What follows belongs to an exercise in optimizing a design on an open flow for a short achievable clock period and few clock cycles; a production flow would make more cautious choices.
In this exercise RTL edits were held to simulation tests only and were not proved equivalent to the original.

==> flow/run.sh <==
#!/bin/bash
# synth_recipe.tcl (not shown) runs the flow's synth.tcl, then flattens the netlist and writes it again
# the make line also repeats each setting of config.mk as NAME=value (left out here)
make -C /OpenROAD-flow-scripts/flow DESIGN_CONFIG=/design/flow/config.mk WORK_HOME=/design/flow/orfs CLKGATE_MAP_FILE= SYNTH_SCRIPT=/design/flow/synth_recipe.tcl finish
==> flow/config.mk <==
export PLATFORM = sky130hd
export DESIGN_NAME = vexriscv_core
export DESIGN_NICKNAME = vexriscv_core
export VERILOG_FILES = /design/flow/design.v
export SDC_FILE = /design/flow/constraint.sdc
export NUM_CORES = 4
export LEC_CHECK = 0
export ABC_CLOCK_PERIOD_IN_PS = 4000
export CAP_MARGIN = 30
export CORE_MARGIN = 2
export CORE_UTILIZATION = 30
export PLACE_DENSITY = 0.5
export SETUP_SLACK_MARGIN = 5
export SLEW_MARGIN = 40
==> flow/constraint.sdc <==
create_clock -name core_clock -period 10.0 [get_ports {clk}]
set_input_delay 2.0000 -clock core_clock [delete_from_list [all_inputs] [get_ports {clk}]]
set_output_delay 2.0000 -clock core_clock [all_outputs]
set_load 0.01 [all_outputs]
==> flow/design.v <==
module VexRiscv (
  input               clk,
  input               reset,
  output              iBus_cmd_valid,
  input               iBus_cmd_ready,
  output     [31:0]   iBus_cmd_payload_pc,
  input               iBus_rsp_valid,
  input      [31:0]   iBus_rsp_payload_inst,
  output              dBus_cmd_valid,
  input               dBus_cmd_ready,
  output              dBus_cmd_payload_wr,
  output     [31:0]   dBus_cmd_payload_address,
  output     [31:0]   dBus_cmd_payload_data,
  output     [1:0]    dBus_cmd_payload_size,
  input               dBus_rsp_ready,
  input      [31:0]   dBus_rsp_data
);
  localparam BI = 5;               
  localparam NB = 1 << BI;
  localparam TW = 10;              
  localparam R_ADD  = 4'd0;
  localparam R_SLT  = 4'd1;
  localparam R_SLTU = 4'd2;
  localparam R_XOR  = 4'd3;
  localparam R_OR   = 4'd4;
  localparam R_AND  = 4'd5;
  localparam R_SLL  = 4'd6;
  localparam R_SRL  = 4'd7;
  localparam R_SRA  = 4'd8;
  localparam R_LINK = 4'd9;
  localparam R_CSR  = 4'd10;
  function [31:0] cexp;
    input [15:0] c;
    reg [4:0] rdp, rs2p;
    begin
      rdp  = {2'b01, c[4:2]};
      rs2p = {2'b01, c[9:7]};
      cexp = 32'h0;
      case ({c[15:13], c[1:0]})
        5'b000_00: cexp = {2'b0, c[10:7], c[12:11], c[5], c[6], 2'b00, 5'd2, 3'b000, rdp, 7'h13};            
        5'b010_00: cexp = {5'b0, c[5], c[12:10], c[6], 2'b00, rs2p, 3'b010, rdp, 7'h03};                     
        5'b110_00: cexp = {5'b0, c[5], c[12], rdp, rs2p, 3'b010, c[11:10], c[6], 2'b00, 7'h23};              
        5'b000_01: cexp = {{7{c[12]}}, c[6:2], c[11:7], 3'b000, c[11:7], 7'h13};                               
        5'b001_01: cexp = {c[12], c[8], c[10:9], c[6], c[7], c[2], c[11], c[5:3], {9{c[12]}}, 5'd1, 7'h6F};   
        5'b010_01: cexp = {{7{c[12]}}, c[6:2], 5'd0, 3'b000, c[11:7], 7'h13};                                  
        5'b011_01: begin
          if (c[11:7] == 5'd2)
            cexp = {{3{c[12]}}, c[4:3], c[5], c[2], c[6], 4'b0, 5'd2, 3'b000, 5'd2, 7'h13};                    
          else
            cexp = {{15{c[12]}}, c[6:2], c[11:7], 7'h37};                                                      
        end
        5'b100_01: begin
          case (c[11:10])
            2'b00: cexp = {7'b0000000, c[6:2], rs2p, 3'b101, rs2p, 7'h13};                                     
            2'b01: cexp = {7'b0100000, c[6:2], rs2p, 3'b101, rs2p, 7'h13};                                     
            2'b10: cexp = {{7{c[12]}}, c[6:2], rs2p, 3'b111, rs2p, 7'h13};                                     
            default: begin
              case (c[6:5])
                2'b00: cexp = {7'b0100000, rdp, rs2p, 3'b000, rs2p, 7'h33};                                    
                2'b01: cexp = {7'b0000000, rdp, rs2p, 3'b100, rs2p, 7'h33};                                    
                2'b10: cexp = {7'b0000000, rdp, rs2p, 3'b110, rs2p, 7'h33};                                    
                default: cexp = {7'b0000000, rdp, rs2p, 3'b111, rs2p, 7'h33};                                  
              endcase
            end
          endcase
        end
        5'b101_01: cexp = {c[12], c[8], c[10:9], c[6], c[7], c[2], c[11], c[5:3], {9{c[12]}}, 5'd0, 7'h6F};   
        5'b110_01: cexp = {{4{c[12]}}, c[6:5], c[2], 5'd0, rs2p, 3'b000, c[11:10], c[4:3], c[12], 7'h63};     
        5'b111_01: cexp = {{4{c[12]}}, c[6:5], c[2], 5'd0, rs2p, 3'b001, c[11:10], c[4:3], c[12], 7'h63};     
        5'b000_10: cexp = {7'b0000000, c[6:2], c[11:7], 3'b001, c[11:7], 7'h13};                               
        5'b010_10: cexp = {4'b0, c[3:2], c[12], c[6:4], 2'b00, 5'd2, 3'b010, c[11:7], 7'h03};                 
        5'b110_10: cexp = {4'b0, c[8:7], c[12], c[6:2], 5'd2, 3'b010, c[11:9], 2'b00, 7'h23};                 
        5'b100_10: begin
          if (c[12] == 1'b0) begin
            if (c[6:2] == 5'd0) cexp = {12'b0, c[11:7], 3'b000, 5'd0, 7'h67};                                  
            else                cexp = {7'b0, c[6:2], 5'd0, 3'b000, c[11:7], 7'h33};                           
          end else begin
            if (c[11:2] == 10'd0)    cexp = 32'h00100073;                                                      
            else if (c[6:2] == 5'd0) cexp = {12'b0, c[11:7], 3'b000, 5'd1, 7'h67};                             
            else                     cexp = {7'b0, c[6:2], c[11:7], 3'b000, c[11:7], 7'h33};                   
          end
        end
        default: cexp = 32'h00000013;
      endcase
    end
  endfunction
  wire        flush;               
  wire [31:1] rpc;                 
  wire        hold_w, hold_m, hold_e;
  reg  [NB-1:0] btb_v;
  reg  [TW-1:0] btb_tag [0:NB-1];
  reg           btb_e   [0:NB-1];
  reg  [1:0]    btb_ctr [0:NB-1];
  reg  [31:1]   btb_tgt [0:NB-1];
  wire          btb_we;
  wire [BI-1:0] btb_widx;
  wire          btb_wv;
  wire [TW-1:0] btb_wtag;
  wire          btb_we_e;
  wire [1:0]    btb_wctr;
  wire [31:1]   btb_wtgt;
  reg  [31:2] f_pc;
  reg         f_start;             
  reg         f_valid;
  reg  [4:0]  f_live;              
  reg  [4:0]  f_drop;              
  reg  [1:0]  mq_h, mq_t;
  reg         mq_start [0:3];
  reg         mq_hit   [0:3];
  reg         mq_e     [0:3];
  reg  [1:0]  mq_ctr   [0:3];
  reg  [31:1] mq_tgt   [0:3];
  localparam QN = 10;
  localparam QW = 60;
  reg  [QN*QW-1:0] qv;               
  reg  [3:0]       q_cnt;
  wire [BI-1:0] f_idx = f_pc[BI+1:2];
  reg           bu_we;
  reg  [BI-1:0] bu_idx;
  reg           bu_v;
  reg  [TW-1:0] bu_tag;
  reg           bu_e;
  reg  [1:0]    bu_ctr;
  reg  [31:1]   bu_tgt;
  wire f_hit  = btb_v[f_idx] && (btb_tag[f_idx] == f_pc[BI+1+TW:BI+2]) && !(!btb_e[f_idx] && f_start) &&
                !(bu_we && (bu_idx == f_idx));
  wire f_take = f_hit && btb_ctr[f_idx][1];
  wire f_acc   = f_valid && iBus_cmd_ready;
  wire r_stale = (f_drop != 5'd0);
  wire r_live  = iBus_rsp_valid && !r_stale;
  assign iBus_cmd_valid      = f_valid;
  assign iBus_cmd_payload_pc = {f_pc, 2'b00};
  wire        m_st  = mq_start[mq_h];
  wire        m_ht  = mq_hit[mq_h];
  wire        m_e   = mq_e[mq_h];
  wire [1:0]  m_ct  = mq_ctr[mq_h];
  wire [31:1] m_tg  = mq_tgt[mq_h];
  wire        m_end = (m_ht && m_ct[1]) ? m_e : 1'b1;
  wire        push  = r_live && !flush;
  wire [1:0]  npush = !r_live ? 2'd0 : ((m_st || !m_end) ? 2'd1 : 2'd2);    
  wire [15:0] p0_hw = m_st ? iBus_rsp_payload_inst[31:16] : iBus_rsp_payload_inst[15:0];
  wire        p0_bh = m_ht && (m_e == m_st);
  wire [15:0] p1_hw = iBus_rsp_payload_inst[31:16];
  wire        p1_bh = m_ht && m_e;
  wire [QW-1:0] pe0, pe1;
  wire [QW-1:0] qe0 = qv[0 +: QW];
  wire [QW-1:0] qe1 = qv[QW +: QW];
  wire [QW-1:0] h0 = (q_cnt != 4'd0) ? qe0 : pe0;
  wire [QW-1:0] h1 = (q_cnt >= 4'd2) ? qe1 : (q_cnt == 4'd1) ? pe0 : pe1;
  wire [4:0]  q_avail = {1'b0, q_cnt} + {3'd0, npush};
  wire [15:0] hw0 = h0[15:0];
  wire [15:0] hw1 = h1[15:0];
  wire        is16 = (hw0[1:0] != 2'b11);
  wire        i_avail = (q_avail != 5'd0) && (is16 || (q_avail >= 5'd2));
  wire        i_take;              
  wire [1:0]  npop = i_take ? (is16 ? 2'd1 : 2'd2) : 2'd0;
  wire [4:0] tot_next  = f_live + f_drop + {4'd0, f_acc} - {4'd0, iBus_rsp_valid};
  wire [4:0] live_next = flush ? 5'd0 : (f_live + {4'd0, f_acc} - {4'd0, r_live});
  wire [4:0] drop_next = flush ? tot_next : (f_drop - {4'd0, (iBus_rsp_valid && r_stale)});
  wire [3:0] qcnt_next = flush ? 4'd0 : (q_cnt + {2'd0, npush} - {2'd0, npop});
  wire [4:0] live_nf   = f_live + {4'd0, f_acc} - {4'd0, r_live};
  wire [6:0] room      = {3'd0, q_cnt} + {5'd0, npush} + {1'b0, live_nf, 1'b0};
  wire       valid_next = (flush || ((room <= QN - 2) && (live_nf < 5'd3))) && (tot_next < 5'd14);
  wire [31:0] p0_x = cexp(p0_hw);
  wire [31:0] p1_x = cexp(p1_hw);
  assign pe0 = {p0_x[24:20], p0_x[19:15], m_tg, m_ct, p0_bh, p0_hw};
  assign pe1 = {p1_x[24:20], p1_x[19:15], m_tg, m_ct, p1_bh, p1_hw};
  reg  [QN*QW-1:0] qv_n;
  integer qi, qb;
  reg [QW-1:0] c0, c1, c2;
  always @(*) begin
    for (qi = 0; qi < QN; qi = qi + 1) begin
      qb = q_cnt;
      c0 = (qi < qb) ? qv[qi*QW +: QW] : (qi == qb) ? pe0 : pe1;
      c1 = (qi < qb - 1) ? qv[((qi+1 < QN) ? qi+1 : qi)*QW +: QW] : (qi == qb - 1) ? pe0 : pe1;
      c2 = (qi < qb - 2) ? qv[((qi+2 < QN) ? qi+2 : qi)*QW +: QW] : (qi == qb - 2) ? pe0 : pe1;
      qv_n[qi*QW +: QW] = (npop == 2'd0) ? c0 : (npop == 2'd1) ? c1 : c2;
    end
  end
  always @(posedge clk or posedge reset) begin
    if (reset) begin
      f_pc    <= 30'd0;
      f_start <= 1'b0;
      f_valid <= 1'b1;
      f_live  <= 5'd0;
      f_drop  <= 5'd0;
      mq_h    <= 2'd0;
      mq_t    <= 2'd0;
      q_cnt   <= 4'd0;
    end else begin
      f_valid <= valid_next;
      f_live  <= live_next;
      f_drop  <= drop_next;
      q_cnt   <= qcnt_next;
      if (flush) begin
        f_pc    <= rpc[31:2];
        f_start <= rpc[1];
        mq_h    <= 2'd0;
        mq_t    <= 2'd0;
      end else begin
        if (f_acc) begin
          f_pc    <= f_take ? btb_tgt[f_idx][31:2] : (f_pc + 30'd1);
          f_start <= f_take ? btb_tgt[f_idx][1] : 1'b0;
          mq_t    <= mq_t + 2'd1;
        end
        if (r_live) mq_h <= mq_h + 2'd1;
      end
    end
  end
  always @(posedge clk) begin
    if (f_acc) begin
      mq_start[mq_t] <= f_start;
      mq_hit[mq_t]   <= f_hit;
      mq_e[mq_t]     <= btb_e[f_idx];
      mq_ctr[mq_t]   <= btb_ctr[f_idx];
      mq_tgt[mq_t]   <= btb_tgt[f_idx];
    end
    qv <= qv_n;
  end
  reg  [31:1] i_pc;
  wire [31:0] ins = is16 ? cexp(hw0) : {hw1, hw0};
  wire        x_bh  = is16 ? h0[16]    : h1[16];
  wire [1:0]  x_bc  = is16 ? h0[18:17] : h1[18:17];
  wire [31:1] x_tgt = is16 ? h0[49:19] : h1[49:19];
  wire        x_pt  = x_bh && x_bc[1];
  wire        x_bad = !is16 && h0[16] && h0[18];
  wire [6:0] op  = ins[6:0];
  wire [4:0] rd  = ins[11:7];
  wire [2:0] f3  = ins[14:12];
  wire [4:0] rs1 = is16 ? h0[54:50] : {hw1[3:0], hw0[15]};
  wire [4:0] rs2 = is16 ? h0[59:55] : hw1[8:4];
  wire       f7b = ins[30];
  wire i_lui   = (op == 7'h37);
  wire i_auipc = (op == 7'h17);
  wire i_jal   = (op == 7'h6F);
  wire i_jalr  = (op == 7'h67);
  wire i_br    = (op == 7'h63);
  wire i_load  = (op == 7'h03);
  wire i_store = (op == 7'h23);
  wire i_opi   = (op == 7'h13);
  wire i_op    = (op == 7'h33);
  wire i_sys   = (op == 7'h73);
  wire i_csr   = i_sys && (f3 != 3'b000);
  wire i_ebrk  = i_sys && (f3 == 3'b000) && (ins[31:20] == 12'h001);
  wire i_mret  = i_sys && (f3 == 3'b000) && (ins[31:20] == 12'h302);
  wire [31:0] imm_i = {{20{ins[31]}}, ins[31:20]};
  wire [31:0] imm_s = {{20{ins[31]}}, ins[31:25], ins[11:7]};
  wire [31:0] imm_b = {{19{ins[31]}}, ins[31], ins[7], ins[30:25], ins[11:8], 1'b0};
  wire [31:0] imm_u = {ins[31:12], 12'b0};
  wire [31:0] imm_j = {{11{ins[31]}}, ins[31], ins[19:12], ins[20], ins[30:21], 1'b0};
  wire use1 = !(i_lui || i_auipc || i_jal || (i_csr && f3[2]));
  wire use2 = i_br || i_store || i_op;
  wire wr_rd = (i_lui || i_auipc || i_jal || i_jalr || i_load || i_opi || i_op || i_csr) && (rd != 5'd0) && !x_bad;
  wire [31:1] i_p1 = i_pc + 31'd1;
  wire [31:1] i_p2 = i_pc + 31'd2;
  wire [31:1] i_nseq = is16 ? i_p1 : i_p2;
  wire [31:1] i_end  = is16 ? i_pc : i_p1;       
  wire [31:0] i_boff = i_jal ? imm_j : imm_b;
  wire [31:1] i_poff0 = h0[49:19] - i_pc;
  wire [31:1] i_poff1 = h1[49:19] - i_pc;
  wire [31:1] i_poff = is16 ? i_poff0 : i_poff1;   
  wire [31:0] i_imm  = i_store ? imm_s : (i_lui || i_auipc) ? imm_u : imm_i;
  wire [1:0]  i_asel = i_auipc ? 2'd1 : i_lui ? 2'd2 : (i_csr && f3[2]) ? 2'd3 : 2'd0;
  reg [3:0] i_rsel;
  always @(*) begin
    i_rsel = R_ADD;
    if (i_op || i_opi) begin
      case (f3)
        3'b010: i_rsel = R_SLT;
        3'b011: i_rsel = R_SLTU;
        3'b100: i_rsel = R_XOR;
        3'b110: i_rsel = R_OR;
        3'b111: i_rsel = R_AND;
        3'b001: i_rsel = R_SLL;
        3'b101: i_rsel = f7b ? R_SRA : R_SRL;
        default: i_rsel = R_ADD;
      endcase
    end
    if (i_jal || i_jalr) i_rsel = R_LINK;
    if (i_csr) i_rsel = R_CSR;
  end
  wire [11:0] csra = ins[31:20];
  wire [7:0]  i_csel = {csra == 12'hC80, csra == 12'hC00, csra == 12'h343, csra == 12'h342,
                        csra == 12'h341, csra == 12'h344, csra == 12'h304, csra == 12'h300};
  reg         dd_valid, dd_we, dd_load, dd_store, dd_br, dd_jal, dd_jalr, dd_csr, dd_csrw, dd_ebrk, dd_mret, dd_bad;
  reg         dd_sub, dd_pt, dd_bh, dd_use1, dd_use2, dd_bimm;
  reg  [1:0]  dd_bc, dd_asel;
  reg  [3:0]  dd_rsel;
  reg  [4:0]  dd_rd, dd_rs1, dd_rs2;
  reg  [2:0]  dd_f3;
  reg  [31:0] dd_imm;
  reg  [31:1] dd_pc, dd_nseq, dd_boff, dd_poff, dd_ptgt;
  reg  [BI-1:0] dd_eidx;
  reg  [TW-1:0] dd_etag;
  reg         dd_ehw;
  reg  [7:0]  dd_csel;
  wire d_go_nf;                    
  wire dd_free = !dd_valid || d_go_nf;
  assign i_take = i_avail && dd_free;
  always @(posedge clk or posedge reset) begin
    if (reset) begin
      i_pc     <= 31'd0;
      dd_valid <= 1'b0;
    end else begin
      if (flush) i_pc <= rpc;
      else if (i_take) i_pc <= x_pt ? x_tgt : i_nseq;
      if (flush) dd_valid <= 1'b0;
      else if (dd_free) dd_valid <= i_avail;
    end
  end
  always @(posedge clk) begin
    if (dd_free) begin
      dd_we    <= wr_rd;
      dd_load  <= i_load && !x_bad;
      dd_store <= i_store && !x_bad;
      dd_br    <= i_br && !x_bad;
      dd_jal   <= i_jal && !x_bad;
      dd_jalr  <= i_jalr && !x_bad;
      dd_csr   <= i_csr && !x_bad;
      dd_csrw  <= (f3[1:0] == 2'b01) || (rs1 != 5'd0);
      dd_ebrk  <= i_ebrk && !x_bad;
      dd_mret  <= i_mret && !x_bad;
      dd_bad   <= x_bad;
      dd_sub   <= i_op && f7b && (f3 == 3'b000);
      dd_pt    <= x_pt;
      dd_bh    <= x_bh;
      dd_bc    <= x_bc;
      dd_use1  <= use1;
      dd_use2  <= use2;
      dd_bimm  <= !(i_op || i_br);
      dd_asel  <= i_asel;
      dd_rsel  <= i_rsel;
      dd_rd    <= rd;
      dd_rs1   <= rs1;
      dd_rs2   <= rs2;
      dd_f3    <= f3;
      dd_imm   <= i_imm;
      dd_pc    <= i_pc;
      dd_nseq  <= i_nseq;
      dd_boff  <= i_boff[31:1];
      dd_poff  <= i_poff;
      dd_ptgt  <= x_tgt;
      dd_eidx  <= i_end[BI+1:2];
      dd_etag  <= i_end[BI+1+TW:BI+2];
      dd_ehw   <= i_end[1];
      dd_csel  <= i_csel;
    end
  end
  reg  [31:0] rf [1:31];
  reg         e_valid, e_we, e_load, e_store, e_br, e_jal, e_jalr, e_csr, e_csrw, e_ebrk, e_mret, e_bad;
  reg         e_sub, e_pt, e_bh;
  reg  [1:0]  e_bc;
  reg  [3:0]  e_rsel;
  reg  [4:0]  e_rd;
  reg  [2:0]  e_f3;
  reg  [31:0] e_a, e_b, e_sd;
  reg  [31:1] e_pc, e_nseq, e_boff, e_poff, e_ptgt;
  reg  [BI-1:0] e_eidx;
  reg  [TW-1:0] e_etag;
  reg         e_ehw;
  reg  [7:0]  e_csel;
  reg         m_valid, m_we, m_load, m_mem, m_wr, m_issued, m_sgn;
  reg  [1:0]  m_size;
  reg  [4:0]  m_rd;
  reg  [31:0] m_res, m_sd;
  reg         w_valid, w_we, w_load, w_sgn;
  reg  [1:0]  w_size, w_alo;
  reg  [4:0]  w_rd;
  reg  [31:0] w_res;
  wire [31:0] e_res;
  wire [31:0] ld_sh = dBus_rsp_data >> {w_alo, 3'b000};
  wire [31:0] ld_val = (w_size == 2'd0) ? {{24{w_sgn && ld_sh[7]}}, ld_sh[7:0]} :
                       (w_size == 2'd1) ? {{16{w_sgn && ld_sh[15]}}, ld_sh[15:0]} : dBus_rsp_data;
  wire [31:0] w_val = w_load ? ld_val : w_res;
  reg [31:0] v1, v2;
  always @(*) begin
    if (dd_rs1 == 5'd0)                              v1 = 32'd0;
    else if (e_valid && e_we && (e_rd == dd_rs1))    v1 = e_res;
    else if (m_valid && m_we && (m_rd == dd_rs1))    v1 = m_res;
    else if (w_valid && w_we && (w_rd == dd_rs1))    v1 = w_val;
    else                                             v1 = rf[dd_rs1];
  end
  always @(*) begin
    if (dd_rs2 == 5'd0)                              v2 = 32'd0;
    else if (e_valid && e_we && (e_rd == dd_rs2))    v2 = e_res;
    else if (m_valid && m_we && (m_rd == dd_rs2))    v2 = m_res;
    else if (w_valid && w_we && (w_rd == dd_rs2))    v2 = w_val;
    else                                             v2 = rf[dd_rs2];
  end
  wire haz = (e_valid && e_load && (e_rd != 5'd0) && ((dd_use1 && e_rd == dd_rs1) || (dd_use2 && e_rd == dd_rs2))) ||
             (m_valid && m_load && (m_rd != 5'd0) && ((dd_use1 && m_rd == dd_rs1) || (dd_use2 && m_rd == dd_rs2)));
  assign d_go_nf = dd_valid && !haz && !hold_e;
  wire   d_go    = d_go_nf && !flush;
  wire [31:0] d_a = (dd_asel == 2'd1) ? {dd_pc, 1'b0} : (dd_asel == 2'd2) ? 32'd0 : (dd_asel == 2'd3) ? {27'd0, dd_rs1} : v1;
  wire [31:0] d_b = dd_bimm ? dd_imm : v2;
  always @(posedge clk or posedge reset) begin
    if (reset) begin
      e_valid <= 1'b0;
    end else begin
      if (!hold_e) e_valid <= d_go;
    end
  end
  always @(posedge clk) begin
    if (!hold_e) begin
      e_we    <= dd_we;
      e_load  <= dd_load;
      e_store <= dd_store;
      e_br    <= dd_br;
      e_jal   <= dd_jal;
      e_jalr  <= dd_jalr;
      e_csr   <= dd_csr;
      e_csrw  <= dd_csrw;
      e_ebrk  <= dd_ebrk;
      e_mret  <= dd_mret;
      e_bad   <= dd_bad;
      e_sub   <= dd_sub;
      e_pt    <= dd_pt;
      e_bh    <= dd_bh;
      e_bc    <= dd_bc;
      e_rsel  <= dd_rsel;
      e_rd    <= dd_rd;
      e_f3    <= dd_f3;
      e_a     <= d_a;
      e_b     <= d_b;
      e_sd    <= v2;
      e_pc    <= dd_pc;
      e_nseq  <= dd_nseq;
      e_boff  <= dd_boff;
      e_poff  <= dd_poff;
      e_ptgt  <= dd_ptgt;
      e_eidx  <= dd_eidx;
      e_etag  <= dd_etag;
      e_ehw   <= dd_ehw;
      e_csel  <= dd_csel;
    end
  end
  reg         st_mie, st_mpie;
  reg  [1:0]  st_mpp;
  reg         ie_meie, ie_mtie, ie_msie;
  reg  [31:0] mepc, mtval;
  reg         mc_int;
  reg  [3:0]  mc_code;
  reg  [63:0] mcycle;
  wire [31:0] bx   = e_sub ? ~e_b : e_b;
  wire [31:0] sum  = e_a + bx + {31'd0, e_sub};
  wire        c_eq  = (e_a == e_b);
  wire        c_lt  = ($signed(e_a) < $signed(e_b));
  wire        c_ltu = (e_a < e_b);
  wire [31:0] sll  = e_a << e_b[4:0];
  wire [31:0] srl  = e_a >> e_b[4:0];
  wire [31:0] sra  = $signed(e_a) >>> e_b[4:0];
  wire [31:0] csr_r =
      ({32{e_csel[0]}} & {19'd0, st_mpp, 3'd0, st_mpie, 3'd0, st_mie, 3'd0}) |
      ({32{e_csel[1]}} & {20'd0, ie_meie, 3'd0, ie_mtie, 3'd0, ie_msie, 3'd0}) |
      ({32{e_csel[3]}} & mepc) |
      ({32{e_csel[4]}} & {mc_int, 27'd0, mc_code}) |
      ({32{e_csel[5]}} & mtval) |
      ({32{e_csel[6]}} & mcycle[31:0]) |
      ({32{e_csel[7]}} & mcycle[63:32]);
  wire [31:0] csr_w = (e_f3[1:0] == 2'b01) ? e_a : (e_f3[1:0] == 2'b10) ? (csr_r | e_a) : (csr_r & ~e_a);
  reg [31:0] res;
  always @(*) begin
    case (e_rsel)
      R_SLT:  res = {31'd0, c_lt};
      R_SLTU: res = {31'd0, c_ltu};
      R_XOR:  res = e_a ^ e_b;
      R_OR:   res = e_a | e_b;
      R_AND:  res = e_a & e_b;
      R_SLL:  res = sll;
      R_SRL:  res = srl;
      R_SRA:  res = sra;
      R_LINK: res = {e_nseq, 1'b0};
      R_CSR:  res = csr_r;
      default: res = sum;
    endcase
  end
  assign e_res = res;
  reg cond;
  always @(*) begin
    case (e_f3)
      3'b000: cond = c_eq;
      3'b001: cond = !c_eq;
      3'b100: cond = c_lt;
      3'b101: cond = !c_lt;
      3'b110: cond = c_ltu;
      default: cond = !c_ltu;
    endcase
  end
  wire [31:1] e_btgt = e_pc + e_boff;
  wire tgt_ok = (e_poff == e_boff);
  wire [31:0] jr_p  = {e_ptgt, 1'b0};
  wire [31:0] jr_k  = e_a ^ e_b ^ jr_p;
  wire [31:0] jr_g  = (e_a & e_b) | ((e_a ^ e_b) & ~jr_p);
  wire [31:0] jr_c  = {jr_g[30:1], e_a[0] & e_b[0], 1'b0};
  wire jr_ok  = (jr_k[31:1] == jr_c[31:1]);
  wire is_cti = e_br || e_jal || e_jalr;
  wire mis = (e_br && (cond ? !(e_pt && tgt_ok) : e_pt)) ||
             (e_jal && !(e_pt && tgt_ok)) ||
             (e_jalr && !(e_pt && jr_ok)) ||
             (!is_cti && e_pt) || e_ebrk || e_mret || e_bad;
  wire e_fire = e_valid && !hold_e;
  assign flush = e_valid && mis;
  assign rpc = e_bad ? e_pc :
               e_ebrk ? 31'h10 :
               e_mret ? mepc[31:1] :
               e_jalr ? sum[31:1] :
               ((e_br && cond) || e_jal) ? e_btgt : e_nseq;
  assign btb_we   = e_valid && ((e_br && (e_bh || cond)) || e_jal || e_jalr || (!is_cti && e_bh) || e_bad);
  assign btb_widx = e_bad ? e_pc[BI+1:2] : e_eidx;
  assign btb_wv   = is_cti;
  assign btb_wtag = e_etag;
  assign btb_we_e = e_ehw;
  assign btb_wctr = !e_br ? 2'b11 :
                    !e_bh ? 2'b10 :
                    cond ? ((e_bc == 2'b11) ? 2'b11 : e_bc + 2'd1) :
                           ((e_bc == 2'b00) ? 2'b00 : e_bc - 2'd1);
  assign btb_wtgt = e_jalr ? sum[31:1] : e_btgt;
  always @(posedge clk or posedge reset) begin
    if (reset) begin
      btb_v <= {NB{1'b0}};
      bu_we <= 1'b0;
    end else begin
      bu_we <= btb_we;
      if (bu_we) btb_v[bu_idx] <= bu_v;
    end
  end
  always @(posedge clk) begin
    bu_idx <= btb_widx;
    bu_v   <= btb_wv;
    bu_tag <= btb_wtag;
    bu_e   <= btb_we_e;
    bu_ctr <= btb_wctr;
    bu_tgt <= btb_wtgt;
    if (bu_we) begin
      btb_tag[bu_idx] <= bu_tag;
      btb_e[bu_idx]   <= bu_e;
      btb_ctr[bu_idx] <= bu_ctr;
      btb_tgt[bu_idx] <= bu_tgt;
    end
  end
  always @(posedge clk or posedge reset) begin
    if (reset) begin
      st_mie  <= 1'b0;
      st_mpie <= 1'b0;
      st_mpp  <= 2'b11;
      ie_meie <= 1'b0;
      ie_mtie <= 1'b0;
      ie_msie <= 1'b0;
      mcycle  <= 64'd0;
    end else begin
      mcycle <= mcycle + 64'd1;
      if (e_fire) begin
        if (e_csr && e_csrw && e_csel[0]) begin
          st_mpp  <= csr_w[12:11];
          st_mpie <= csr_w[7];
          st_mie  <= csr_w[3];
        end
        if (e_csr && e_csrw && e_csel[1]) begin
          ie_meie <= csr_w[11];
          ie_mtie <= csr_w[7];
          ie_msie <= csr_w[3];
        end
        if (e_ebrk) begin
          st_mie  <= 1'b0;
          st_mpie <= st_mie;
          st_mpp  <= 2'b11;
        end
        if (e_mret) begin
          st_mpp  <= 2'b00;
          st_mie  <= st_mpie;
          st_mpie <= 1'b1;
        end
      end
    end
  end
  always @(posedge clk) begin
    if (e_fire) begin
      if (e_csr && e_csrw && e_csel[3]) mepc <= csr_w;
      if (e_ebrk) begin
        mepc    <= {e_pc, 1'b0};
        mc_int  <= 1'b0;
        mc_code <= 4'd3;
        mtval   <= 32'h00100073;
      end
    end
  end
  wire m_stall = m_valid && m_mem && !m_issued && !dBus_cmd_ready;
  wire w_stall = w_valid && w_load && !dBus_rsp_ready;
  assign hold_w = w_stall;
  assign hold_m = hold_w || m_stall;
  assign hold_e = hold_m;
  assign dBus_cmd_valid           = m_valid && m_mem && !m_issued;
  assign dBus_cmd_payload_wr      = m_wr;
  assign dBus_cmd_payload_address = m_res;
  assign dBus_cmd_payload_data    = m_sd;
  assign dBus_cmd_payload_size    = m_size;
  always @(posedge clk or posedge reset) begin
    if (reset) begin
      m_valid  <= 1'b0;
      m_issued <= 1'b0;
      w_valid  <= 1'b0;
    end else begin
      if (!hold_m) begin
        m_valid  <= e_valid;
        m_issued <= 1'b0;
      end else if (dBus_cmd_valid && dBus_cmd_ready) begin
        m_issued <= 1'b1;
      end
      if (!hold_w) w_valid <= m_valid && !hold_m;
    end
  end
  always @(posedge clk) begin
    if (!hold_m) begin
      m_we   <= e_we;
      m_load <= e_load;
      m_mem  <= e_load || e_store;
      m_wr   <= e_store;
      m_sgn  <= !e_f3[2];
      m_size <= e_f3[1:0];
      m_rd   <= e_rd;
      m_res  <= e_res;
      m_sd   <= (e_f3[1:0] == 2'd0) ? {4{e_sd[7:0]}} : (e_f3[1:0] == 2'd1) ? {2{e_sd[15:0]}} : e_sd;
    end
    if (!hold_w) begin
      w_we   <= m_we;
      w_load <= m_load;
      w_sgn  <= m_sgn;
      w_size <= m_size;
      w_alo  <= m_res[1:0];
      w_rd   <= m_rd;
      w_res  <= m_res;
    end
    if (w_valid && w_we && !hold_w) rf[w_rd] <= w_val;
  end
endmodule
module vexriscv_core (
  input               clk,
  input               reset,
  output              iBus_cmd_valid,
  input               iBus_cmd_ready,
  output     [31:0]   iBus_cmd_payload_pc,
  input               iBus_rsp_valid,
  input      [31:0]   iBus_rsp_payload_inst,
  output              dBus_cmd_valid,
  input               dBus_cmd_ready,
  output              dBus_cmd_payload_wr,
  output     [31:0]   dBus_cmd_payload_address,
  output     [31:0]   dBus_cmd_payload_data,
  output     [1:0]    dBus_cmd_payload_size,
  input               dBus_rsp_ready,
  input      [31:0]   dBus_rsp_data
);
  VexRiscv cpu (
    .clk                           (clk),
    .reset                         (reset),
    .iBus_cmd_valid                (iBus_cmd_valid),
    .iBus_cmd_ready                (iBus_cmd_ready),
    .iBus_cmd_payload_pc           (iBus_cmd_payload_pc),
    .iBus_rsp_valid                (iBus_rsp_valid),
    .iBus_rsp_payload_inst         (iBus_rsp_payload_inst),
    .dBus_cmd_valid                (dBus_cmd_valid),
    .dBus_cmd_ready                (dBus_cmd_ready),
    .dBus_cmd_payload_wr           (dBus_cmd_payload_wr),
    .dBus_cmd_payload_address      (dBus_cmd_payload_address),
    .dBus_cmd_payload_data         (dBus_cmd_payload_data),
    .dBus_cmd_payload_size         (dBus_cmd_payload_size),
    .dBus_rsp_ready                (dBus_rsp_ready),
    .dBus_rsp_data                 (dBus_rsp_data)
  );
endmodule
==> flow_metrics.py, run 1 <==
metrics = {
    "synthesis": {
        "post_synth_and_or_nand_nor_area_fraction_pct": 7.85,
        "yosys_warning_total": 1,
        "synth_mux_area_share_pct": 14.3,
        "cell_type_contributing_the_most_total_cell_area_after_synthesis": "edfxtp_1",
        "synth_xor_area_share_pct": 1.50,
        "synth_ff_type": "edfxtp_1",
        "yosysMostFrequentCell": "edfxtp_1",
        "netlist-cell-type-count": 111,
        "ys_ff_latch": 4076,
        "proportion_of_register_bits_with_asynchronous_set_or_reset_after_synthesis_pct": 4.66,
        "synth_top_area_share_pct": 56.7,
        "dominant_combinational_cell_family_by_area_after_synthesis": "multiplexers",
        "synth_compound_gate_area_share_pct": 11.9,
        "yosysSeqAreaShare_pct": 59.6,
        "synthTopCellsByCount": "edfxtp_1, nand2_1, nor2_1, mux4_2, clkbuf_1",
        "synthCells": 15300,
        "netlist_area_sq_mm": 0.203,
        "synthesis.area_per_instance_sq_um": 13.3,
        "synth_edf_count": 3826,
        "synth_top_cells_by_area": "edfxtp_1, mux4_2, nand2_1",
        "synth_fa_ha_area_share_pct": 1.89,
    },
    "worst_hold_path": {
        "hold_path.class": "reg2reg",
        "hold_path_depth": 0,
    },
    "sta": {
        "timing.final.crit_share_pct": 51.3,
        "hold-worst-slack_ps": 412,
        "achievable-frequency_mhz": 195,
        "pin_slew_with_the_least_headroom_to_its_limit_ps": 950,
        "fin_skew_ps": 116,
        "setup_repair_after_global_routing_missed_its_margin": "yes",
        "max_slew_margin_pct": 36.3,
        "setup-violations-final": 0,
        "final_hold_violating_endpoints": 0,
        "period_minus_slack_ps": 5130,
        "drv_slew": 0,
    },
    "clock_network": {
        "clk-insertion-delay-late_ps": 1110,
        "clock_transition_at_the_register_clock_pins_on_the_worst_setup_and_hold_paths_after_cts_ps": 70,
        "cts.root.buffer_cell": "clkbuf_16",
        "cts.sinks": 4076,
        "cts_tree": "done",
        "cts-buffers-inserted": 433,
        "cts.path.max_buffers": 4,
        "ctsHoldBuffers": 0,
        "maximum_level_of_the_cts_h_tree": 5,
    },
    "global_routing": {
        "grt_start_max_net_pins": 133,
        "initial_antenna_violation_count": 48,
        "number_of_global_route_vias_before_repair": 133000,
        "use_met2_pct": 33.9,
        "grt_use_met3_pct": 3.12,
        "global_route_wire_length_before_repair_um": 1060000,
        "grt_busiest_layer": "met2",
        "track_usage_pct": 21.5,
        "overflow": 0,
        "grtUsageMet1_pct": 29.5,
    },
    "setup_path": {
        "path_buf_inv": 4,
        "setup.worst_path.start": "iBus_rsp_payload_inst[17]",
        "setup.worst_path.start_class": "primary input",
        "regToRegSetupSlack_ps": 4970,
        "worstRegToRegCells": 22,
        "crit_end": "cpu.dd_csrw$_DFFE_PN_",
        "cp-end-kind": "flop",
        "worst_ep_arrival_time_ps": 5870,
        "worst-path-stages": 14,
        "worstPathCellList": "clkdlybuf4s50_1, buf_6, nand2b_1, mux2i_1, nand4_1, o31ai_2, buf_4, a31oi_2, buf_6, nand2_1, o211ai_1, nand2_1, or3_1, or4_1",
        "worst_path_dominant_cell_family": "simple AND/OR/NAND/NOR gates",
        "worst_path_max_delay_cell": "clkdlybuf4s50_1",
        "reg2reg_from": "cpu.mq_h[0]$_DFFE_PP0P_",
        "worst_r2r_endpoint": "cpu.dd_poff[31]$_DFFE_PN_",
        "cp_data_required_time_ps": 10740,
        "path_class": "in2reg",
        "critical_path.max_stage_delay_ps": 580,
        "cp_max_fo": 31,
    },
    "route": {
        "drtAntennaViolNets": 0,
        "initialDrtViolationCount": 17700,
        "route.detailed.wl_per_inst_um": 30.9,
        "drt_pre_antenna_iters": 8,
        "route.detailed.drc": 0,
        "routed_via_density": 5.70,
        "route.vias.total": 141000,
        "drt_wl_total_um": 762000,
    },
    "die": {
        "placementRows": 301,
        "floorplan.initialDensity_pct": 30.1,
        "die-area_sq_mm": 0.682,
        "core-area_sq_mm": 0.673,
        "io_pins": 171,
        "die_width_um": 826,
        "die_h_um": 826,
    },
    "placed_design": {
        "gp_congestion": 0.945,
        "place_hpwl_um": 495000,
        "buffers_on_ports": 168,
    },
    "finish": {
        "share_of_the_core_filled_with_cells_in_the_final_layout_pct": 35.1,
        "areaGrowthSynthToFinish_pct": 16.5,
        "regArea_sq_mm": 0.121,
        "layout.nets": 15700,
        "area_of_combinational_cells_with_multiple_inputs_sq_mm": 0.0789,
        "fillers": 64900,
        "final_layout_size_suffix_gt1_share_pct": 20.3,
    },
    "job": {
        "cap_violations": 0,
    },
    "status": {
        "status": "timing/DRC/antenna clean",
    },
}
[metrics by stage]
| stage | instance area [sq um] | std cells | worst slack, ps | TNS [ps] |
|---|---|---|---|---|
| 3_5_place_dp | 217000 | 23600 | 2680 | 0 |
| 5_1_grt | 236000 | 24700 | 4810 | 0 |
| 3_3_place_gp | 216000 | 23600 | 2510 | 0 |
| 2_1_floorplan | 203000 | 15300 | -314 | -3750 |
| 4_1_cts | 234000 | 24600 | 4810 | 0 |
| 6_report | 236000 | 24700 | 4870 | 0 |
[state kept, by name, summed over array words and instances, names as in the netlist, 64 cells and up, named ones only]
register and cells:
cpu.qv 600, cpu.mq_tgt 124, cpu.btb_tgt 992, cpu.mcycle 64
cpu.rf 992, cpu.btb_ctr 64, cpu.btb_tag 320
[what timing repair did]
item	4_1_cts	5_1_grt
resized for setup	268	178
cloned	24	8
buffers inserted	92	75
pin swaps	44	44
endpoints found under the setup margin	1513	956
[cells in the final DEF, fill, tap and decap left out, drive strengths merged, types with 124 or more instances in the layout]
| master | instances |
|---|---|
| clkbuf | 568 |
| inv | 330 |
| mux2i | 325 |
| a31oi | 124 |
| edfxtp | 3826 |
| xor2 | 144 |
| ha | 244 |
| nand3 | 202 |
| a211oi | 516 |
| a22oi | 288 |
| o211ai | 273 |
| mux4 | 1063 |
| o22ai | 125 |
| a21oi | 997 |
| o21ai | 739 |
| nand2 | 1611 |
| dfrtp | 187 |
| buf | 721 |
| mux2 | 149 |
| clkdlybuf4s50 | 153 |
| nor2 | 1177 |
| nor3 | 191 |
| clkinv | 193 |
| xnor2 | 204 |
[routing by layer]
layer  up-vias  part of all wire, %
met3      1340                  7.9
li1      59800                    -
met2      6879                   46
met4        10                  5.3
met5         -               0.0084
met1     72600                   41
[kinds of logic after synthesis]
kind of cell | count (synthesis)
mux | 1536
compound gates | 3721
other cells | 1
simple gates | 3698
xor+xnor | 348
fa+ha+maj | 283
flops | 4076
buf+inv | 1604
[worst min path at each step]
stage                                    startpoint                  endpoint  slack, ps
final                     cpu.dd_nseq[10]$_DFFE_PN_  cpu.e_nseq[10]$_DFFE_PN_        410
after global routing      cpu.dd_boff[14]$_DFFE_PN_  cpu.e_boff[14]$_DFFE_PN_        420
after CTS                  cpu.dd_nseq[7]$_DFFE_PN_   cpu.e_nseq[7]$_DFFE_PN_        410
after detailed placement       cpu.dd_bad$_DFFE_PN_       cpu.e_bad$_DFFE_PN_        400
after global placement       cpu.dd_rd[0]$_DFFE_PN_     cpu.e_rd[0]$_DFFE_PN_        400
after floorplan                 cpu.e_ehw$_DFFE_PN_          cpu.bu_e$_DFF_P_        320
[area by class of cell]
cell class	instances	area share, %
multi-input combinational	9598	33.4
antenna	26	0.0276
tap	8938	4.74
inverter	328	0.535
clock buffer	556	4.92
clock inverter	251	1.14
timing repair buffer	908	3.99
sequential	4076	51.2
Testbench counts, summed over its fixed seeds: cycles 139,793.
==> run 2: changes to the inputs <==
--- a/flow/design.v
+++ b/flow/design.v
@@ -19,3 +19,4 @@
   localparam NB = 1 << BI;
-  localparam TW = 10;              
+  localparam TW = 8;               
+  localparam GW = 16;              
   localparam R_ADD  = 4'd0;
@@ -88,3 +89,3 @@
   wire [31:1] rpc;                 
-  wire        hold_w, hold_m, hold_e;
+  wire        hold_w, hold_x, hold_m, hold_e;
   reg  [NB-1:0] btb_v;
@@ -93,3 +94,3 @@
   reg  [1:0]    btb_ctr [0:NB-1];
-  reg  [31:1]   btb_tgt [0:NB-1];
+  reg  [GW:1]   btb_tgt [0:NB-1];
   wire          btb_we;
@@ -112,3 +113,3 @@
   reg  [31:1] mq_tgt   [0:3];
-  localparam QN = 10;
+  localparam QN = 12;
   localparam QW = 60;
@@ -123,6 +124,7 @@
   reg  [1:0]    bu_ctr;
-  reg  [31:1]   bu_tgt;
-  wire f_hit  = btb_v[f_idx] && (btb_tag[f_idx] == f_pc[BI+1+TW:BI+2]) && !(!btb_e[f_idx] && f_start) &&
-                !(bu_we && (bu_idx == f_idx));
+  reg  [GW:1]   bu_tgt;
+  reg  f_nopred;
+  wire f_hit  = btb_v[f_idx] && (btb_tag[f_idx] == f_pc[BI+1+TW:BI+2]) && !(!btb_e[f_idx] && f_start) && !f_nopred;
   wire f_take = f_hit && btb_ctr[f_idx][1];
+  wire [31:1] f_tgt = {f_pc[31:GW+1], btb_tgt[f_idx]};
   wire f_acc   = f_valid && iBus_cmd_ready;
@@ -131,3 +133,4 @@
   assign iBus_cmd_valid      = f_valid;
-  assign iBus_cmd_payload_pc = {f_pc, 2'b00};
+  reg  [31:2] o_pc;                
+  assign iBus_cmd_payload_pc = {o_pc, 2'b00};
   wire        m_st  = mq_start[mq_h];
@@ -147,5 +150,4 @@
   wire [QW-1:0] qe1 = qv[QW +: QW];
-  wire [QW-1:0] h0 = (q_cnt != 4'd0) ? qe0 : pe0;
-  wire [QW-1:0] h1 = (q_cnt >= 4'd2) ? qe1 : (q_cnt == 4'd1) ? pe0 : pe1;
-  wire [4:0]  q_avail = {1'b0, q_cnt} + {3'd0, npush};
+  wire [QW-1:0] h0 = qe0;
+  wire [QW-1:0] h1 = qe1;
   wire [15:0] hw0 = h0[15:0];
@@ -153,3 +155,3 @@
   wire        is16 = (hw0[1:0] != 2'b11);
-  wire        i_avail = (q_avail != 5'd0) && (is16 || (q_avail >= 5'd2));
+  wire        i_avail = (q_cnt >= 4'd2) || ((q_cnt == 4'd1) && is16);
   wire        i_take;              
@@ -160,5 +162,5 @@
   wire [3:0] qcnt_next = flush ? 4'd0 : (q_cnt + {2'd0, npush} - {2'd0, npop});
-  wire [4:0] live_nf   = f_live + {4'd0, f_acc} - {4'd0, r_live};
-  wire [6:0] room      = {3'd0, q_cnt} + {5'd0, npush} + {1'b0, live_nf, 1'b0};
-  wire       valid_next = (flush || ((room <= QN - 2) && (live_nf < 5'd3))) && (tot_next < 5'd14);
+  wire [4:0] live_w    = f_live + {4'd0, f_valid};
+  wire [6:0] room      = {3'd0, q_cnt} + {1'b0, live_w, 1'b0};
+  wire       valid_next = (flush || ((room <= QN - 2) && (live_w < 5'd3))) && ((live_w + f_drop) < 5'd14);
   wire [31:0] p0_x = cexp(p0_hw);
@@ -179,2 +181,12 @@
   end
+  wire [31:2] f_pc_n = flush ? rpc[31:2] : f_acc ? (f_take ? f_tgt[31:2] : (f_pc + 30'd1)) : f_pc;
+  always @(posedge clk or posedge reset) begin
+    if (reset) o_pc <= 30'd0;
+    else if (flush || f_acc || !f_valid) o_pc <= f_pc_n;
+  end
+  always @(posedge clk or posedge reset) begin
+    if (reset)      f_nopred <= 1'b1;
+    else if (flush) f_nopred <= 1'b1;
+    else if (f_acc) f_nopred <= 1'b0;
+  end
   always @(posedge clk or posedge reset) begin
@@ -195,3 +207,3 @@
       if (flush) begin
-        f_pc    <= rpc[31:2];
+        f_pc    <= f_pc_n;
         f_start <= rpc[1];
@@ -201,4 +213,4 @@
         if (f_acc) begin
-          f_pc    <= f_take ? btb_tgt[f_idx][31:2] : (f_pc + 30'd1);
-          f_start <= f_take ? btb_tgt[f_idx][1] : 1'b0;
+          f_pc    <= f_pc_n;
+          f_start <= f_take ? f_tgt[1] : 1'b0;
           mq_t    <= mq_t + 2'd1;
@@ -215,3 +227,3 @@
       mq_ctr[mq_t]   <= btb_ctr[f_idx];
-      mq_tgt[mq_t]   <= btb_tgt[f_idx];
+      mq_tgt[mq_t]   <= f_tgt;
     end
@@ -323,3 +335,3 @@
       dd_bad   <= x_bad;
-      dd_sub   <= i_op && f7b && (f3 == 3'b000);
+      dd_sub   <= (i_op && f7b && (f3 == 3'b000)) || ((i_op || i_opi) && (f3[2:1] == 2'b01));
       dd_pt    <= x_pt;
@@ -350,3 +362,5 @@
   reg         e_valid, e_we, e_load, e_store, e_br, e_jal, e_jalr, e_csr, e_csrw, e_ebrk, e_mret, e_bad;
-  reg         e_sub, e_pt, e_bh;
+  reg         e_sub, e_pt, e_bh, e_mis_t, e_mis_s;
+  reg  [31:0] e_ca, e_cb;          
+  reg  [31:1] e_btgt, e_alt;
   reg  [1:0]  e_bc;
@@ -356,3 +370,3 @@
   reg  [31:0] e_a, e_b, e_sd;
-  reg  [31:1] e_pc, e_nseq, e_boff, e_poff, e_ptgt;
+  reg  [31:1] e_pc, e_nseq, e_ptgt;
   reg  [BI-1:0] e_eidx;
@@ -361,6 +375,10 @@
   reg  [7:0]  e_csel;
-  reg         m_valid, m_we, m_load, m_mem, m_wr, m_issued, m_sgn;
+  reg         m_valid, m_we, m_load, m_sgn;
   reg  [1:0]  m_size;
   reg  [4:0]  m_rd;
-  reg  [31:0] m_res, m_sd;
+  reg  [31:0] m_res;
+  reg         x_valid, x_we, x_load, x_sgn;
+  reg  [1:0]  x_size, x_alo;
+  reg  [4:0]  x_rd;
+  reg  [31:0] x_res;
   reg         w_valid, w_we, w_load, w_sgn;
@@ -370,5 +388,9 @@
   wire [31:0] e_res;
-  wire [31:0] ld_sh = dBus_rsp_data >> {w_alo, 3'b000};
+  reg  [31:0] rq_d [0:3];
+  reg  [1:0]  rq_h, rq_t;
+  reg  [2:0]  rq_n;
+  wire [31:0] rq_top = rq_d[rq_h];
+  wire [31:0] ld_sh = rq_top >> {w_alo, 3'b000};
   wire [31:0] ld_val = (w_size == 2'd0) ? {{24{w_sgn && ld_sh[7]}}, ld_sh[7:0]} :
-                       (w_size == 2'd1) ? {{16{w_sgn && ld_sh[15]}}, ld_sh[15:0]} : dBus_rsp_data;
+                       (w_size == 2'd1) ? {{16{w_sgn && ld_sh[15]}}, ld_sh[15:0]} : rq_top;
   wire [31:0] w_val = w_load ? ld_val : w_res;
@@ -379,2 +401,3 @@
     else if (m_valid && m_we && (m_rd == dd_rs1))    v1 = m_res;
+    else if (x_valid && x_we && (x_rd == dd_rs1))    v1 = x_res;
     else if (w_valid && w_we && (w_rd == dd_rs1))    v1 = w_val;
@@ -386,2 +409,3 @@
     else if (m_valid && m_we && (m_rd == dd_rs2))    v2 = m_res;
+    else if (x_valid && x_we && (x_rd == dd_rs2))    v2 = x_res;
     else if (w_valid && w_we && (w_rd == dd_rs2))    v2 = w_val;
@@ -390,3 +414,4 @@
   wire haz = (e_valid && e_load && (e_rd != 5'd0) && ((dd_use1 && e_rd == dd_rs1) || (dd_use2 && e_rd == dd_rs2))) ||
-             (m_valid && m_load && (m_rd != 5'd0) && ((dd_use1 && m_rd == dd_rs1) || (dd_use2 && m_rd == dd_rs2)));
+             (m_valid && m_load && (m_rd != 5'd0) && ((dd_use1 && m_rd == dd_rs1) || (dd_use2 && m_rd == dd_rs2))) ||
+             (x_valid && x_load && (x_rd != 5'd0) && ((dd_use1 && x_rd == dd_rs1) || (dd_use2 && x_rd == dd_rs2)));
   assign d_go_nf = dd_valid && !haz && !hold_e;
@@ -395,2 +420,8 @@
   wire [31:0] d_b = dd_bimm ? dd_imm : v2;
+  wire        d_tgtok = (dd_poff == dd_boff);
+  wire [31:1] d_btgt  = dd_pc + dd_boff;
+  wire        d_mis_t = !(dd_pt && d_tgtok);
+  wire        d_mis_s = (dd_jal && !(dd_pt && d_tgtok)) || (!(dd_br || dd_jal || dd_jalr) && dd_pt) ||
+                        dd_ebrk || dd_mret || dd_bad;
+  wire [31:1] d_alt   = dd_bad ? dd_pc : dd_ebrk ? 31'h10 : dd_jal ? d_btgt : dd_nseq;
   always @(posedge clk or posedge reset) begin
@@ -416,2 +447,10 @@
       e_sub   <= dd_sub;
+      e_mis_t <= d_mis_t;
+      e_mis_s <= d_mis_s;
+      e_btgt  <= d_btgt;
+      e_alt   <= d_alt;
+      if (dd_br) begin
+        e_ca  <= d_a;
+        e_cb  <= d_b;
+      end
       e_pt    <= dd_pt;
@@ -427,4 +466,2 @@
       e_nseq  <= dd_nseq;
-      e_boff  <= dd_boff;
-      e_poff  <= dd_poff;
       e_ptgt  <= dd_ptgt;
@@ -444,6 +481,9 @@
   wire [31:0] bx   = e_sub ? ~e_b : e_b;
-  wire [31:0] sum  = e_a + bx + {31'd0, e_sub};
-  wire        c_eq  = (e_a == e_b);
-  wire        c_lt  = ($signed(e_a) < $signed(e_b));
-  wire        c_ltu = (e_a < e_b);
+  wire [32:0] sum33 = {1'b0, e_a} + {1'b0, bx} + {32'd0, e_sub};
+  wire [31:0] sum  = sum33[31:0];
+  wire        a_lt  = (e_a[31] ^ e_b[31]) ? e_a[31] : sum[31];
+  wire        a_ltu = !sum33[32];
+  wire        c_eq  = (e_ca == e_cb);
+  wire        c_lt  = ($signed(e_ca) < $signed(e_cb));
+  wire        c_ltu = (e_ca < e_cb);
   wire [31:0] sll  = e_a << e_b[4:0];
@@ -463,4 +503,4 @@
     case (e_rsel)
-      R_SLT:  res = {31'd0, c_lt};
-      R_SLTU: res = {31'd0, c_ltu};
+      R_SLT:  res = {31'd0, a_lt};
+      R_SLTU: res = {31'd0, a_ltu};
       R_XOR:  res = e_a ^ e_b;
@@ -488,4 +528,2 @@
   end
-  wire [31:1] e_btgt = e_pc + e_boff;
-  wire tgt_ok = (e_poff == e_boff);
   wire [31:0] jr_p  = {e_ptgt, 1'b0};
@@ -496,13 +534,8 @@
   wire is_cti = e_br || e_jal || e_jalr;
-  wire mis = (e_br && (cond ? !(e_pt && tgt_ok) : e_pt)) ||
-             (e_jal && !(e_pt && tgt_ok)) ||
-             (e_jalr && !(e_pt && jr_ok)) ||
-             (!is_cti && e_pt) || e_ebrk || e_mret || e_bad;
+  wire mis = e_mis_s || (e_br && (cond ? e_mis_t : e_pt)) || (e_jalr && !(e_pt && jr_ok));
   wire e_fire = e_valid && !hold_e;
   assign flush = e_valid && mis;
-  assign rpc = e_bad ? e_pc :
-               e_ebrk ? 31'h10 :
-               e_mret ? mepc[31:1] :
+  assign rpc = e_mret ? mepc[31:1] :
                e_jalr ? sum[31:1] :
-               ((e_br && cond) || e_jal) ? e_btgt : e_nseq;
+               e_br ? (cond ? e_btgt : e_nseq) : e_alt;
   assign btb_we   = e_valid && ((e_br && (e_bh || cond)) || e_jal || e_jalr || (!is_cti && e_bh) || e_bad);
@@ -532,3 +565,3 @@
     bu_ctr <= btb_wctr;
-    bu_tgt <= btb_wtgt;
+    bu_tgt <= btb_wtgt[GW:1];
     if (bu_we) begin
@@ -586,12 +619,25 @@
   end
-  wire m_stall = m_valid && m_mem && !m_issued && !dBus_cmd_ready;
-  wire w_stall = w_valid && w_load && !dBus_rsp_ready;
+  reg         c_v0, c_v1;
+  reg         c0_wr, c1_wr;
+  reg  [1:0]  c0_size, c1_size;
+  reg  [31:0] c0_addr, c0_data, c1_addr, c1_data;
+  assign dBus_cmd_valid           = c_v0;
+  assign dBus_cmd_payload_wr      = c0_wr;
+  assign dBus_cmd_payload_address = c0_addr;
+  assign dBus_cmd_payload_data    = c0_data;
+  assign dBus_cmd_payload_size    = c0_size;
+  wire        e_mem   = e_load || e_store;
+  wire        e_stall = e_valid && e_mem && c_v1;
+  wire        w_stall = w_valid && w_load && (rq_n == 3'd0);
   assign hold_w = w_stall;
-  assign hold_m = hold_w || m_stall;
-  assign hold_e = hold_m;
-  assign dBus_cmd_valid           = m_valid && m_mem && !m_issued;
-  assign dBus_cmd_payload_wr      = m_wr;
-  assign dBus_cmd_payload_address = m_res;
-  assign dBus_cmd_payload_data    = m_sd;
-  assign dBus_cmd_payload_size    = m_size;
+  assign hold_x = hold_w;
+  assign hold_m = hold_x;
+  assign hold_e = hold_m || e_stall;
+  wire        c_pop  = c_v0 && dBus_cmd_ready;
+  wire        c_push = e_valid && e_mem && !hold_e;
+  wire [31:0] c_data = (e_f3[1:0] == 2'd0) ? {4{e_sd[7:0]}} : (e_f3[1:0] == 2'd1) ? {2{e_sd[15:0]}} : e_sd;
+  wire        c0_new = c_push && (c_v1 ? 1'b0 : (!c_v0 || c_pop));
+  wire        c0_sh  = c_pop && c_v1;
+  wire        c1_new = c_push && !c0_new;
+  wire rq_pop = w_valid && w_load && !w_stall;
   always @(posedge clk or posedge reset) begin
@@ -599,12 +645,18 @@
       m_valid  <= 1'b0;
-      m_issued <= 1'b0;
+      c_v0     <= 1'b0;
+      c_v1     <= 1'b0;
+      x_valid  <= 1'b0;
       w_valid  <= 1'b0;
+      rq_h     <= 2'd0;
+      rq_t     <= 2'd0;
+      rq_n     <= 3'd0;
     end else begin
-      if (!hold_m) begin
-        m_valid  <= e_valid;
-        m_issued <= 1'b0;
-      end else if (dBus_cmd_valid && dBus_cmd_ready) begin
-        m_issued <= 1'b1;
-      end
-      if (!hold_w) w_valid <= m_valid && !hold_m;
+      if (!hold_m) m_valid <= e_valid && !e_stall;
+      c_v0 <= (c_v0 && !(c_pop && !c_v1)) || c_push;
+      c_v1 <= (c_v1 && !c_pop) || (c_push && c_v0 && !c_pop);
+      if (!hold_x) x_valid <= m_valid && !hold_m;
+      if (!hold_w) w_valid <= x_valid;
+      if (dBus_rsp_ready) rq_t <= rq_t + 2'd1;
+      if (rq_pop) rq_h <= rq_h + 2'd1;
+      rq_n <= rq_n + {2'd0, dBus_rsp_ready} - {2'd0, rq_pop};
     end
@@ -612,2 +664,20 @@
   always @(posedge clk) begin
+    if (c0_new) begin
+      c0_wr   <= e_store;
+      c0_size <= e_f3[1:0];
+      c0_addr <= sum;
+      c0_data <= c_data;
+    end else if (c0_sh) begin
+      c0_wr   <= c1_wr;
+      c0_size <= c1_size;
+      c0_addr <= c1_addr;
+      c0_data <= c1_data;
+    end
+    if (c1_new) begin
+      c1_wr   <= e_store;
+      c1_size <= e_f3[1:0];
+      c1_addr <= sum;
+      c1_data <= c_data;
+    end
+    if (dBus_rsp_ready) rq_d[rq_t] <= dBus_rsp_data;
     if (!hold_m) begin
@@ -615,4 +685,2 @@
       m_load <= e_load;
-      m_mem  <= e_load || e_store;
-      m_wr   <= e_store;
       m_sgn  <= !e_f3[2];
@@ -621,12 +689,20 @@
       m_res  <= e_res;
-      m_sd   <= (e_f3[1:0] == 2'd0) ? {4{e_sd[7:0]}} : (e_f3[1:0] == 2'd1) ? {2{e_sd[15:0]}} : e_sd;
+    end
+    if (!hold_x) begin
+      x_we   <= m_we;
+      x_load <= m_load;
+      x_sgn  <= m_sgn;
+      x_size <= m_size;
+      x_alo  <= m_res[1:0];
+      x_rd   <= m_rd;
+      x_res  <= m_res;
     end
     if (!hold_w) begin
-      w_we   <= m_we;
-      w_load <= m_load;
-      w_sgn  <= m_sgn;
-      w_size <= m_size;
-      w_alo  <= m_res[1:0];
-      w_rd   <= m_rd;
-      w_res  <= m_res;
+      w_we   <= x_we;
+      w_load <= x_load;
+      w_sgn  <= x_sgn;
+      w_size <= x_size;
+      w_alo  <= x_alo;
+      w_rd   <= x_rd;
+      w_res  <= x_res;
     end
==> flow/flow/run.sh (new file) <==
#!/bin/bash
set -euo pipefail
bash standard.sh SETUP_SLACK_MARGIN=6 TNS_END_PERCENT=20 finish > standard_make.log 2>&1
==> flow/standard.sh (new file) <==
#!/bin/bash
# synth_recipe.tcl (not shown) runs the flow's synth.tcl, then flattens the netlist and writes it again
# the make line also repeats each setting of config.mk as NAME=value (left out here)
make -C /OpenROAD-flow-scripts/flow DESIGN_CONFIG=/design/flow/config.mk WORK_HOME=/design/flow/orfs CLKGATE_MAP_FILE= SYNTH_SCRIPT=/design/flow/synth_recipe.tcl "${@:-finish}"
--- a/flow/config.mk
+++ b/flow/config.mk
@@ -12,3 +12,2 @@
 export PLACE_DENSITY = 0.5
-export SETUP_SLACK_MARGIN = 5
 export SLEW_MARGIN = 40
removed: flow/run.sh
==> flow_metrics.py, run 2 <==
metrics = {
    "job": {
        "cap_violations": 0,
    },
    "global_routing": {
        "number_of_global_route_vias_before_repair": 143000,
        "track_usage_pct": 22.9,
        "grt_start_max_net_pins": 118,
        "initial_antenna_violation_count": 30,
        "overflow": 0,
        "global_route_wire_length_before_repair_um": 1140000,
    },
    "finish": {
        "non_filler_cells_in_the_finished_layout": 26400,
        "stdcell_area_sq_mm": 0.244,
        "fillers": 66200,
        "areaGrowthSynthToFinish_pct": 18.6,
        "share_of_the_core_filled_with_cells_in_the_final_layout_pct": 35.6,
        "final_layout_size_suffix_gt1_share_pct": 20.4,
        "layout_top_registers": "cpu.rf x992, cpu.qv x720, cpu.btb_tgt x512",
        "layout.nets": 17300,
        "regMostFlops": "cpu.rf",
        "most_common_library_cell_in_the_layout_ignoring_fill_and_taps": "edfxtp_1",
        "most-common-layout-cells": "edfxtp_1, a21oi_1, nand2_1",
        "largest_register_ffs": 992,
    },
    "route": {
        "routed_via_density": 5.81,
        "initialDrtViolationCount": 19800,
        "route.detailed.drc": 0,
        "drt_wl_total_um": 831000,
        "drt_pre_antenna_iters": 9,
        "drtAntennaViolNets": 0,
        "route.detailed.wl_per_inst_um": 31.5,
        "route.vias.total": 153000,
    },
    "synthesis": {
        "proportion_of_register_bits_with_asynchronous_set_or_reset_after_synthesis_pct": 5.72,
        "netlist-cell-type-count": 104,
        "synth_edf_count": 3745,
        "yosysMostFrequentCell": "edfxtp_1",
        "synthTopCellsByCount": "edfxtp_1, a21oi_1, nand2_1, o21ai_0, nor2_1",
        "synth_compound_gate_area_share_pct": 14.6,
        "synthCells": 16800,
        "dominant_combinational_cell_family_by_area_after_synthesis": "compound AO/OA/AOI/OAI gates",
        "synth_ff_type": "edfxtp_1",
        "yosysSeqAreaShare_pct": 57.9,
        "post_synth_and_or_nand_nor_area_fraction_pct": 7.78,
        "synth_top_cells_by_area": "edfxtp_1, mux4_2, a21oi_1",
        "netlist_area_sq_mm": 0.206,
        "synth_top_area_share_pct": 54.7,
        "synth_fa_ha_area_share_pct": 1.93,
        "synthesis.area_per_instance_sq_um": 12.2,
        "yosys_warning_total": 1,
        "cell_type_contributing_the_most_total_cell_area_after_synthesis": "edfxtp_1",
        "synth_xor_area_share_pct": 1.54,
        "synth_mux_area_share_pct": 12.7,
        "ys_ff_latch": 4018,
    },
    "setup_path": {
        "worstRegToRegCells": 17,
        "reg2reg_from": "cpu.e_sub$_DFFE_PN_",
        "worst_r2r_endpoint": "cpu.e_b[0]$_DFFE_PN_",
        "setup.worst_path.start": "cpu.e_sub$_DFFE_PN_",
        "path_class": "reg2reg",
        "worst_ep_arrival_time_ps": 5090,
        "cp_data_required_time_ps": 10770,
        "setup.worst_path.start_class": "flop",
        "regToRegSetupSlack_ps": 5680,
        "cp-end-kind": "flop",
        "cp_max_fo": 8,
    },
    "sta": {
        "setup-violations-final": 0,
        "drv_slew": 0,
        "accumulated_negative_setup_slack_ps": 0,
        "fin_skew_ps": 122,
        "timing.final.crit_share_pct": 43.2,
        "achievable-frequency_mhz": 231,
        "setup_repair_after_global_routing_missed_its_margin": "yes",
        "max_slew_margin_pct": 36.3,
        "period_minus_slack_ps": 4320,
        "pin_slew_with_the_least_headroom_to_its_limit_ps": 952,
        "final_hold_violating_endpoints": 0,
    },
    "clock_network": {
        "ctsHoldBuffers": 0,
        "cts_tree": "done",
        "cts.path.max_buffers": 4,
        "cts-buffers-inserted": 434,
        "clock_transition_at_the_register_clock_pins_on_the_worst_setup_and_hold_paths_after_cts_ps": 60,
        "clk-insertion-delay-late_ps": 1090,
        "maximum_level_of_the_cts_h_tree": 5,
        "cts.root.buffer_cell": "clkbuf_16",
        "cts.sinks": 4018,
    },
    "placed_design": {
        "gp_congestion": 0.968,
        "place_hpwl_um": 511000,
        "number_of_placed_cells_counting_well_taps": 25100,
        "buffers_on_ports": 168,
        "placed_cell_area_sq_mm": 0.220,
    },
    "die": {
        "io_pins": 171,
        "die-area_sq_mm": 0.692,
        "placementRows": 304,
        "die_width_um": 832,
        "floorplan.initialDensity_pct": 30.1,
        "die_h_um": 832,
        "core-area_sq_mm": 0.684,
    },
    "worst_hold_path": {
        "hold-path-endpoint": "cpu.bu_tag[1]$_DFF_P_",
        "hold_path_depth": 0,
        "hold_path.class": "reg2reg",
        "worst_hold_startpoint": "cpu.e_etag[1]$_DFFE_PN_",
    },
    "status": {
        "status": "timing/DRC/antenna clean",
    },
}
## run 2: routing by layer
metal / vias to the layer above / track usage (%) / share of wire [%]
met1: 78200 / 30.3 / 39
met3: 1721 / 3.54 / 8.4
li1: 65000 / - / -
met4: 14 / 11.0 / 5.9
met5: - / 0 / 0.011
met2: 8303 / 36.7 / 46
## run 2: through the flow
step           worst slack (ps)  hold slack, ps
4_1_cts                    5740             342
6_report                   5680             330
3_3_place_gp               3350             330
5_1_grt                    5660             348
2_1_floorplan               939             323
3_5_place_dp               3640             328
## run 2: worst max-delay path, cell delays in order, from the launching register on
cell      delay [ps]
edfxtp_1         410
buf_12           180
buf_16           160
xor2_4           220
ha_4             310
buf_4            200
nand4_1          230
o211a_1          330
nor3b_4          190
a211oi_4         300
or3_4            200
nor2_2            50
o32a_1           320
a211oi_2         180
buf_4            200
o32ai_2           80
buf_4            180
mux2_4           290
## run 2: area by class of cell
cell class | instances | area (sq um) | area share (%)
Multi-Input combinational cell | 10900 | 84300 | 34.6
Antenna cell | 26 | 65.1 | 0.0267
Sequential cell | 4018 | 119000 | 48.9
Tap cell | 9027 | 11300 | 4.64
Clock inverter | 254 | 2660 | 1.09
Inverter | 419 | 1680 | 0.690
Timing Repair inverter | 5 | 36.3 | 0.0149
Clock buffer | 554 | 11500 | 4.73
Timing Repair Buffer | 1160 | 12800 | 5.26
## run 2: repair_timing
action                                  in CTS  in global routing
buffers inserted                           218                155
gates resized for setup                    685                383
gates cloned                                51                 19
pin swaps                                  111                145
endpoints found under the setup margin    2035               1015
## run 2: cells by family after synthesis
family	after synthesis
XOR/XNOR	361
other	1
flip-flops	4018
AND/OR/NAND/NOR	3804
AO/OA/AOI/OAI	4997
adder cells (fa/ha/maj)	293
multiplexers	1450
buffers and inverters	1877
## run 2: worst max-delay path by stage
stage                               to  slack [ps]
3_3_place_gp     cpu.qv[292]$_DFFE_PP_        3350
3_5_place_dp     cpu.qv[418]$_DFFE_PP_        3640
6_report          cpu.e_b[0]$_DFFE_PN_        5680
4_1_cts        iBus_cmd_payload_pc[21]        5740
2_1_floorplan    cpu.e_ca[0]$_DFFE_PP_         940
5_1_grt           cpu.e_b[0]$_DFFE_PN_        5660
Testbench counts of run 2, summed over its fixed seeds: cycles 146,027.

[re-timing with driven ports]
The flow's constraints put no driver on any port. The routed layouts listed below were extracted and timed again, unchanged, in two steps.
Step 1, drivers: a clkbuf_16 drives clk and a buf_2 each remaining input, both assumed.
Step 2 also shifts input and output timing later by t, the mid clock arrival at the registers, as if the neighbouring blocks saw the same clock.
Slacks: ideal ports / drivers / drivers and shift; pairs: ideal ports / drivers.
run | t, ns | setup slack, ns | worst hold slack (ns) | latest minus earliest clock arrival (ns)
run 1 | 1.181 | 4.868 / 4.965 / 3.792 | 0.412 / 0.412 / 0.412 | 0.120 / 0.120
run 2 | 1.191 | 5.676 / 5.603 / 4.808 | 0.330 / 0.330 / 0.330 | 0.137 / 0.137
After both steps setup and hold are still met in every run listed. For run 1, which loses most, drivers alone change the setup slack by +0.097 ns; drivers and shift together by -1.076 ns.
